What follows belongs to an exercise in optimizing a design on an open flow for small area, a short achievable clock period and few clock cycles; a production flow would make more cautious choices. In this exercise RTL edits were held to simulation tests only and were not proved equivalent to the original. No activity file was given, so power comes from the tool's default toggle rates.

alpha:
==> flow/design.v <==
module performance_counter #(
    parameter COUNTER_WIDTH = 16
) (
    input  logic                        clk,
    input  logic                        rst_n,
    input  logic                        block_completed,
    output logic [COUNTER_WIDTH-1:0]    blocks_processed,
    output logic [COUNTER_WIDTH-1:0]    cycles_elapsed
);
    always_ff @(posedge clk or negedge rst_n) begin
        if (!rst_n)
            blocks_processed <= '0;
        else if (block_completed)
            blocks_processed <= blocks_processed + 1'b1;
    end
    always_ff @(posedge clk or negedge rst_n) begin
        if (!rst_n)
            cycles_elapsed <= '0;
        else
            cycles_elapsed <= cycles_elapsed + 1'b1;
    end
endmodule
module encrypt_engine #(
    parameter BLOCK_WIDTH = 32
) (
    input  logic [BLOCK_WIDTH-1:0]  data_in,
    output logic [BLOCK_WIDTH-1:0]  data_out
);
    localparam logic [8*32-1:0] KEYS = {
        32'h55555555, 32'hAAAAAAAA, 32'h76543210, 32'hFEDCBA98,
        32'h9ABCDEF0, 32'h12345678, 32'hCAFEBABE, 32'hDEADBEEF
    };
    always_comb begin
        data_out = data_in;
        for (int r = 0; r < 8; r++) begin
            data_out = data_out ^ KEYS[r*32 +: 32];
            data_out = {data_out[BLOCK_WIDTH-2:0], data_out[BLOCK_WIDTH-1]};
        end
    end
endmodule
module crypto_accelerator_top #(
    parameter BLOCK_WIDTH = 32,
    parameter COUNTER_WIDTH = 16
) (
    input  logic                        clk,
    input  logic                        rst_n,
    input  logic [BLOCK_WIDTH-1:0]      data_in,
    input  logic                        data_in_valid,
    output logic                        data_in_ready,
    output logic [BLOCK_WIDTH-1:0]      data_out,
    output logic                        data_out_valid,
    input  logic                        data_out_ready,
    output logic [COUNTER_WIDTH-1:0]    blocks_processed,
    output logic [COUNTER_WIDTH-1:0]    cycles_elapsed
);
    logic [BLOCK_WIDTH-1:0] encrypted;
    logic [BLOCK_WIDTH-1:0] skid_data;
    logic                   skid_valid;
    logic                   out_load;
    encrypt_engine #(.BLOCK_WIDTH(BLOCK_WIDTH)) u_encrypt_engine (
        .data_in  (data_in),
        .data_out (encrypted)
    );
    assign data_in_ready = !skid_valid;
    assign out_load = !data_out_valid || data_out_ready;
    always_ff @(posedge clk or negedge rst_n) begin
        if (!rst_n) begin
            data_out_valid <= 1'b0;
            skid_valid     <= 1'b0;
        end else if (out_load) begin
            data_out_valid <= skid_valid || data_in_valid;
            skid_valid     <= 1'b0;
        end else if (!skid_valid) begin
            skid_valid     <= data_in_valid;
        end
    end
    always_ff @(posedge clk) begin
        if (out_load)
            data_out <= skid_valid ? skid_data : encrypted;
    end
    always_ff @(posedge clk) begin
        if (!skid_valid)
            skid_data <= encrypted;
    end
    performance_counter #(.COUNTER_WIDTH(COUNTER_WIDTH)) u_performance_counter (
        .clk              (clk),
        .rst_n            (rst_n),
        .block_completed  (data_out_valid & data_out_ready),
        .blocks_processed (blocks_processed),
        .cycles_elapsed   (cycles_elapsed)
    );
endmodule
Settings: LEC_CHECK=0, CAP_MARGIN=20, CORE_MARGIN=2, CORE_UTILIZATION=35, SETUP_SLACK_MARGIN=4, SLEW_MARGIN=20; clock period 6.0 ns.
run.sh (not shown) runs the stock make flow with config.mk's settings and CLKGATE_MAP_FILE= SYNTH_SCRIPT=/design/flow/synth_recipe.tcl, a recipe that flattens the netlist after the stock synthesis.
Testbench counts of alpha, summed over its fixed seeds: cycles 11,071.
Input-level comparison between beta and alpha:
diff --git a/flow/design.v b/flow/design.v
--- a/flow/design.v
+++ b/flow/design.v
@@ -52,37 +52,24 @@
     input  logic                        data_out_ready,
     output logic [COUNTER_WIDTH-1:0]    blocks_processed,
     output logic [COUNTER_WIDTH-1:0]    cycles_elapsed
 );
     logic [BLOCK_WIDTH-1:0] encrypted;
-    logic [BLOCK_WIDTH-1:0] skid_data;
-    logic                   skid_valid;
-    logic                   out_load;
     encrypt_engine #(.BLOCK_WIDTH(BLOCK_WIDTH)) u_encrypt_engine (
         .data_in  (data_in),
         .data_out (encrypted)
     );
-    assign data_in_ready = !skid_valid;
-    assign out_load = !data_out_valid || data_out_ready;
+    assign data_in_ready = !data_out_valid || data_out_ready;
     always_ff @(posedge clk or negedge rst_n) begin
-        if (!rst_n) begin
+        if (!rst_n)
             data_out_valid <= 1'b0;
-            skid_valid     <= 1'b0;
-        end else if (out_load) begin
-            data_out_valid <= skid_valid || data_in_valid;
-            skid_valid     <= 1'b0;
-        end else if (!skid_valid) begin
-            skid_valid     <= data_in_valid;
-        end
+        else if (data_in_ready)
+            data_out_valid <= data_in_valid;
     end
     always_ff @(posedge clk) begin
-        if (out_load)
-            data_out <= skid_valid ? skid_data : encrypted;
-    end
-    always_ff @(posedge clk) begin
-        if (!skid_valid)
-            skid_data <= encrypted;
+        if (data_in_ready)
+            data_out <= encrypted;
     end
     performance_counter #(.COUNTER_WIDTH(COUNTER_WIDTH)) u_performance_counter (
         .clk              (clk),
         .rst_n            (rst_n),
         .block_completed  (data_out_valid & data_out_ready),
==> summary.txt <==
Area growth from synthesis to layout ends up lower on alpha.
Slew of the pin with the lowest slew margin, beta and alpha, lower one = beta.
beta vs alpha: pre-CTS worst setup slack down
Between beta and alpha, non-clock inverter count in the final layout is higher for beta, alpha comes in under that.
In the metrics for beta and alpha, the one carrying the lower critical path depth is alpha.
The average wire per standard cell of beta exceeds that of alpha by 6.9%.
alpha vs beta, worst setup path startpoint: skid_valid vs data_out_ready
Summary: worst setup slack, beta worse than alpha
Relative to alpha, post-cts resize count has decreased by 0.69% in beta.
| part of the total power dissipated in combinational logic | beta vs alpha | 1.3 points lower |
Compared with alpha, in beta area of the mapped netlist went down; non-clock buffer count went down; design area went down; synthesized netlist cell count went down.
Testbench counts of beta, summed over its fixed seeds: cycles 11,070.

========
// crypto_accelerator_top: RTL as listed in full above, without the edits since
==> flow/config.mk <==
export PLATFORM = sky130hd
export DESIGN_NAME = crypto_accelerator_top
export DESIGN_NICKNAME = crypto_accelerator_top
export VERILOG_FILES = /design/flow/design.v
export SDC_FILE = /design/flow/constraint.sdc
export NUM_CORES = 4
export LEC_CHECK = 0
export CAP_MARGIN = 20
export CORE_MARGIN = 2
export CORE_UTILIZATION = 35
export SETUP_SLACK_MARGIN = 4
export SLEW_MARGIN = 20
==> flow/constraint.sdc <==
create_clock -name core_clock -period 6.0 [get_ports {clk}]
set_input_delay 1.2000 -clock core_clock [delete_from_list [all_inputs] [get_ports {clk}]]
set_output_delay 1.2000 -clock core_clock [all_outputs]
set_load 0.01 [all_outputs]
standard.sh (not shown) runs the stock make flow with config.mk's settings and CLKGATE_MAP_FILE= SYNTH_SCRIPT=/design/flow/synth_recipe.tcl, a recipe that flattens the netlist after the stock synthesis.
==> flow/flow/run.sh <==
#!/bin/bash
# Own layout flow: the standard ORFS flow, with every input and output port
# buffered by a plain sky130_fd_sc_hd__buf_1 (which timing repair then sizes as
# needed) instead of the delay buffer buffer_ports picks by default.
# The make output goes to flow_make.log in the work folder; each ORFS step also
# keeps its own log under orfs/logs/.
set -euo pipefail
export BUFFER_PORTS_ARGS="-buffer_cell sky130_fd_sc_hd__buf_1"
bash standard.sh > flow_make.log 2>&1
Testbench counts at the start, summed over its fixed seeds: cycles 11,071.
Rerun with:
--- a/flow/design.v
+++ b/flow/design.v
@@ -53,35 +53,22 @@
     output logic [COUNTER_WIDTH-1:0]    blocks_processed,
     output logic [COUNTER_WIDTH-1:0]    cycles_elapsed
 );
     logic [BLOCK_WIDTH-1:0] encrypted;
-    logic [BLOCK_WIDTH-1:0] skid_data;
-    logic                   skid_valid;
-    logic                   out_load;
     encrypt_engine #(.BLOCK_WIDTH(BLOCK_WIDTH)) u_encrypt_engine (
         .data_in  (data_in),
         .data_out (encrypted)
     );
-    assign data_in_ready = !skid_valid;
-    assign out_load = !data_out_valid || data_out_ready;
+    assign data_in_ready = !data_out_valid || data_out_ready;
     always_ff @(posedge clk or negedge rst_n) begin
-        if (!rst_n) begin
+        if (!rst_n)
             data_out_valid <= 1'b0;
-            skid_valid     <= 1'b0;
-        end else if (out_load) begin
-            data_out_valid <= skid_valid || data_in_valid;
-            skid_valid     <= 1'b0;
-        end else if (!skid_valid) begin
-            skid_valid     <= data_in_valid;
-        end
+        else if (data_in_ready)
+            data_out_valid <= data_in_valid;
     end
     always_ff @(posedge clk) begin
-        if (out_load)
-            data_out <= skid_valid ? skid_data : encrypted;
-    end
-    always_ff @(posedge clk) begin
-        if (!skid_valid)
-            skid_data <= encrypted;
+        if (data_in_ready)
+            data_out <= encrypted;
     end
     performance_counter #(.COUNTER_WIDTH(COUNTER_WIDTH)) u_performance_counter (
         .clk              (clk),
         .rst_n            (rst_n),
Result:
- routed wire length is lower by 19%
- global-route usage is higher by 1.3 points
- synthesized area is lower by about 30%
- die area is lower by about 28%
- final cell count is lower by 23%
- combinational power is lower by about 30%
- power is lower by 28%
- worst setup slack gets worse by 0.64 ns
- maximum frequency is lower by about 23%
- clock-buffer cell count is lower by 1
- non-clock buffer count stays the same
- register-to-register slack gets better by 0.11 ns
- first-iteration DRC count is lower by 15%
Testbench counts after the change, summed over its fixed seeds: cycles 11,070.

========
Setup of maple:
// crypto_accelerator_top: RTL as listed in full above, without the edits since
make LEC_CHECK=0 CAP_MARGIN=20 CORE_MARGIN=2 CORE_UTILIZATION=35 SLEW_MARGIN=20 finish   # period 6.0 ns
run.sh (not shown) runs the stock make flow with config.mk's settings and CLKGATE_MAP_FILE= SYNTH_SCRIPT=/design/flow/synth_recipe.tcl, a recipe that flattens the netlist after the stock synthesis.
Stock flow here: none of the scripts above is used.
Testbench counts of maple, summed over its fixed seeds: cycles 11,071.
Changes in birch relative to maple:
==> flow/design.v, changed modules only <==
module crypto_accelerator_top #(
    parameter BLOCK_WIDTH = 32,
    parameter COUNTER_WIDTH = 16
) (
    input  logic                        clk,
    input  logic                        rst_n,
    input  logic [BLOCK_WIDTH-1:0]      data_in,
    input  logic                        data_in_valid,
    output logic                        data_in_ready,
    output logic [BLOCK_WIDTH-1:0]      data_out,
    output logic                        data_out_valid,
    input  logic                        data_out_ready,
    output logic [COUNTER_WIDTH-1:0]    blocks_processed,
    output logic [COUNTER_WIDTH-1:0]    cycles_elapsed
);
    logic [BLOCK_WIDTH-1:0] encrypted;
    encrypt_engine #(.BLOCK_WIDTH(BLOCK_WIDTH)) u_encrypt_engine (
        .data_in  (data_in),
        .data_out (encrypted)
    );
    assign data_in_ready = !data_out_valid || data_out_ready;
    always_ff @(posedge clk or negedge rst_n) begin
        if (!rst_n)
            data_out_valid <= 1'b0;
        else if (data_in_ready)
            data_out_valid <= data_in_valid;
    end
    always_ff @(posedge clk) begin
        if (data_in_ready)
            data_out <= encrypted;
    end
    performance_counter #(.COUNTER_WIDTH(COUNTER_WIDTH)) u_performance_counter (
        .clk              (clk),
        .rst_n            (rst_n),
        .block_completed  (data_out_valid & data_out_ready),
        .blocks_processed (blocks_processed),
        .cycles_elapsed   (cycles_elapsed)
    );
endmodule
==> comparison <==
The flow did not stop early for birch: all stages ran, and the layout cleared the timing, DRC and antenna checks.
Taking maple as the reference, in birch routed wire length went down 17%; final critical path time including I/O delays and setup went up; part of the total power dissipated in the clock network higher; post-route fraction of the period consumed by the critical path rose 19 points.
Wire length on met1 for birch is lower than for maple.
Comparing birch and maple, the lower worst path setup slack after routing was measured on birch.
birch contains fewer vias than maple.
birch and maple ended up with nearly the same worst hold slack.
Sort birch and maple by fraction of layout instances using a drive strength above 1, ascending, and birch comes first.
maple was larger in final cell area than birch.
Clock-buffer cell count was lower in the run labelled maple.
maple → birch: fmax went down by about 30%; synthesized cell count saw a decrease; via count of the first global-routing pass decreased about 20%.
Testbench counts of birch, summed over its fixed seeds: cycles 11,070.

[afterwards: timing with drivers on the ports]
The results above use ideal ports. As a check the final layouts listed here were re-extracted and re-timed, cells and wires unchanged.
Step 1 assumes that a clkbuf_16 drives the clock port and a buf_2 every other input.
Step 2 adds t to the input delays and takes it off the output delays; t is the mean of the earliest and latest rising clock arrival at the registers after step 1. Input paths then give back, and output paths get back, about the clock's delay inside the block.
Slacks: ideal / step 1 / step 2; pairs: ideal / step 1.
| run | t, ns | setup WS [ns] | latest minus earliest clock arrival (ns) | worst register clock-pin slew, ns | cell pins on the clock port's net |
|---|---|---|---|---|---|
| alpha | 0.372 | 3.809 / 3.781 / 3.573 | 0.010 / 0.010 | 0.09 / 0.09 | 1 |
| beta | 0.355 | 3.231 / 3.192 / 3.192 | 0.011 / 0.010 | 0.08 / 0.08 | 1 |
| the first run of note 2 | 0.373 | 3.874 / 3.844 / 3.590 | 0.009 / 0.010 | 0.10 / 0.10 | 1 |
| the second run of note 2 | 0.351 | 3.230 / 3.191 / 3.191 | 0.006 / 0.006 | 0.07 / 0.07 | 1 |
| maple | 0.373 | 3.136 / 3.106 / 3.109 | 0.010 / 0.010 | 0.09 / 0.09 | 1 |
| birch | 0.350 | 1.975 / 1.952 / 1.952 | 0.007 / 0.007 | 0.07 / 0.07 | 1 |
After both steps every run listed still meets setup and hold. For the first run of note 2, which loses most, drivers alone change the setup slack by -0.030 ns; drivers and shift together by -0.284 ns.
